Context: an optimization exercise on an open-source flow, tuned for small area. The choices shown serve that exercise and are no tape-out recipe.
The RTL was checked by simulation tests, not by an equivalence proof against the original design.
No activity file was given, so power comes from the tool's default toggle rates.

// cbc_dig
module cbc_dig(clk,rst_n,RX_A,RX_C,TX_C,CH_A,CH_B,dst,eep_rd_data,eep_addr,eep_cs_n,eep_r_w_n,chrg_pmp_en);
==> flow/config.mk <==
export PLATFORM = sky130hd
export DESIGN_NAME = cbc_dig
export DESIGN_NICKNAME = cbc_dig
export VERILOG_FILES = /design/flow/design.v
export SDC_FILE = /design/flow/constraint.sdc
export NUM_CORES = 4
export LEC_CHECK = 0
export CAP_MARGIN = 0
export CORE_MARGIN = 2
export CORE_UTILIZATION = 70
export GPL_TIMING_DRIVEN = 0
export SLEW_MARGIN = 0
==> flow/constraint.sdc <==
create_clock -name core_clock -period 10.0 [get_ports {clk}]
set_input_delay 2.0000 -clock core_clock [delete_from_list [all_inputs] [get_ports {clk}]]
set_output_delay 2.0000 -clock core_clock [all_outputs]
set_load 0.01 [all_outputs]
standard.sh (not shown) runs the stock make flow with config.mk's settings and CLKGATE_MAP_FILE= SYNTH_SCRIPT=/design/flow/synth_recipe.tcl, a recipe that flattens the netlist after the stock synthesis.
==> flow/flow/run.sh <==
#!/bin/bash
# Layout flow: the standard flow (standard.sh, synthesis unchanged) with
# the synthesis buffers removed before placement, single-drive port buffers
# and a clock tree without dummy loads.
export REMOVE_ABC_BUFFERS=1
export BUFFER_PORTS_ARGS="-buffer_cell sky130_fd_sc_hd__buf_1"
export CTS_ARGS="-sink_clustering_enable -repair_clock_nets -dont_use_dummy_load -buf_list sky130_fd_sc_hd__clkbuf_4 -sink_clustering_size 9 -sink_clustering_max_diameter 55"
bash standard.sh > standard.log 2>&1
status=$?
tail -40 standard.log
exit $status
The first run produced a clean layout.
Rerun with:
PLACE_DENSITY = 0.8   (was not set)
=> Synthesized cell count is unchanged; clock power is lower by about 1%; fmax is higher by 0.39%; critical path depth stays the same; via count is higher by 0.67%; final area hardly moves; combinational power hardly moves; routed wire length is lower by 2.6%; sequential power stays flat; synthesized area stays the same.
Rerun with:
CORE_UTILIZATION = 65   (was 70)
PLACE_DENSITY = not set   (was 0.8)
What happened: The changed run went through all stages and came out clean; flip-flop and latch count is unchanged; total power barely changes; clock-buffer cell count does not change; routed wire length went up by a few percent.
Rerun with:
--- a/flow/flow/run.sh
+++ b/flow/flow/run.sh
@@ -6,3 +6,3 @@
 export BUFFER_PORTS_ARGS="-buffer_cell sky130_fd_sc_hd__buf_1"
-export CTS_ARGS="-sink_clustering_enable -repair_clock_nets -dont_use_dummy_load -buf_list sky130_fd_sc_hd__clkbuf_4 -sink_clustering_size 9 -sink_clustering_max_diameter 55"
+export CTS_ARGS="-sink_clustering_enable -repair_clock_nets -dont_use_dummy_load -buf_list {sky130_fd_sc_hd__clkbuf_2 sky130_fd_sc_hd__clkbuf_4} -sink_clustering_size 9 -sink_clustering_max_diameter 55"
 bash standard.sh > standard.log 2>&1
CORE_UTILIZATION = 70   (was 65)
Result: The new run went through all stages and came out clean; combinational power is about the same; utilization increases by 4.2 points; clock power stays flat.
Rerun with:
==> flow/flow/run.sh (replaced) <==
#!/bin/bash
# Layout flow: the standard flow (standard.sh) with its synthesis run
# first and unchanged; then, for placement onwards, the synthesis buffers are
# removed before placement, ports get single-drive buffers, the largest
# buffers are kept out of repair, and the clock tree is built without dummy
# loads.
bash standard.sh synth > synth.log 2>&1 || { tail -40 synth.log; exit 1; }
export REMOVE_ABC_BUFFERS=1
export BUFFER_PORTS_ARGS="-buffer_cell sky130_fd_sc_hd__buf_1"
export DONT_USE_CELLS="sky130_fd_sc_hd__buf_16 sky130_fd_sc_hd__buf_12 sky130_fd_sc_hd__buf_8"
export CTS_ARGS="-sink_clustering_enable -repair_clock_nets -dont_use_dummy_load -buf_list sky130_fd_sc_hd__clkbuf_4 -sink_clustering_size 9 -sink_clustering_max_diameter 55"
bash standard.sh > standard.log 2>&1
status=$?
tail -40 standard.log
exit $status
PLACE_DENSITY = 0.9   (was not set)
Combinational power is about the same.
Maximum frequency increases slightly.
Register-to-register slack improved by 0.15 ns.
Setup slack improved by 0.15 ns.
Sequential share of layout area increases by 0.22 points.
Power decreases slightly.
Non-clock buffer count decreases by 2.

[re-timing with driven ports]
The flow's constraints put no driver on any port. The routed layouts listed below were extracted and timed again, unchanged, in two steps. Step 1: set_driving_cell puts a clkbuf_16 on clk and a buf_2 on each other input, an assumption about the parent block. Step 2 moves the port delays by t, midway between the first and last clock arrival at a register: inputs arrive t later, outputs are due t later. That takes back most of the time a late clock gives input paths. Slacks: ideal ports / drivers / drivers and shift; pairs: ideal ports / drivers.
run | t, ns | slack for setup (ns) | cell pins on the clock port's net
the first run | 0.691 | 0.618 / 0.618 / 0.618 | 1
the second run | 0.675 | 0.654 / 0.654 / 0.654 | 1
the third run | 0.707 | 0.578 / 0.578 / 0.578 | 1
the fourth run | 0.691 | 0.618 / 0.618 / 0.618 | 1
the fifth run | 0.688 | 0.773 / 0.773 / 0.773 | 1
After both steps setup and hold are still met in every run listed.
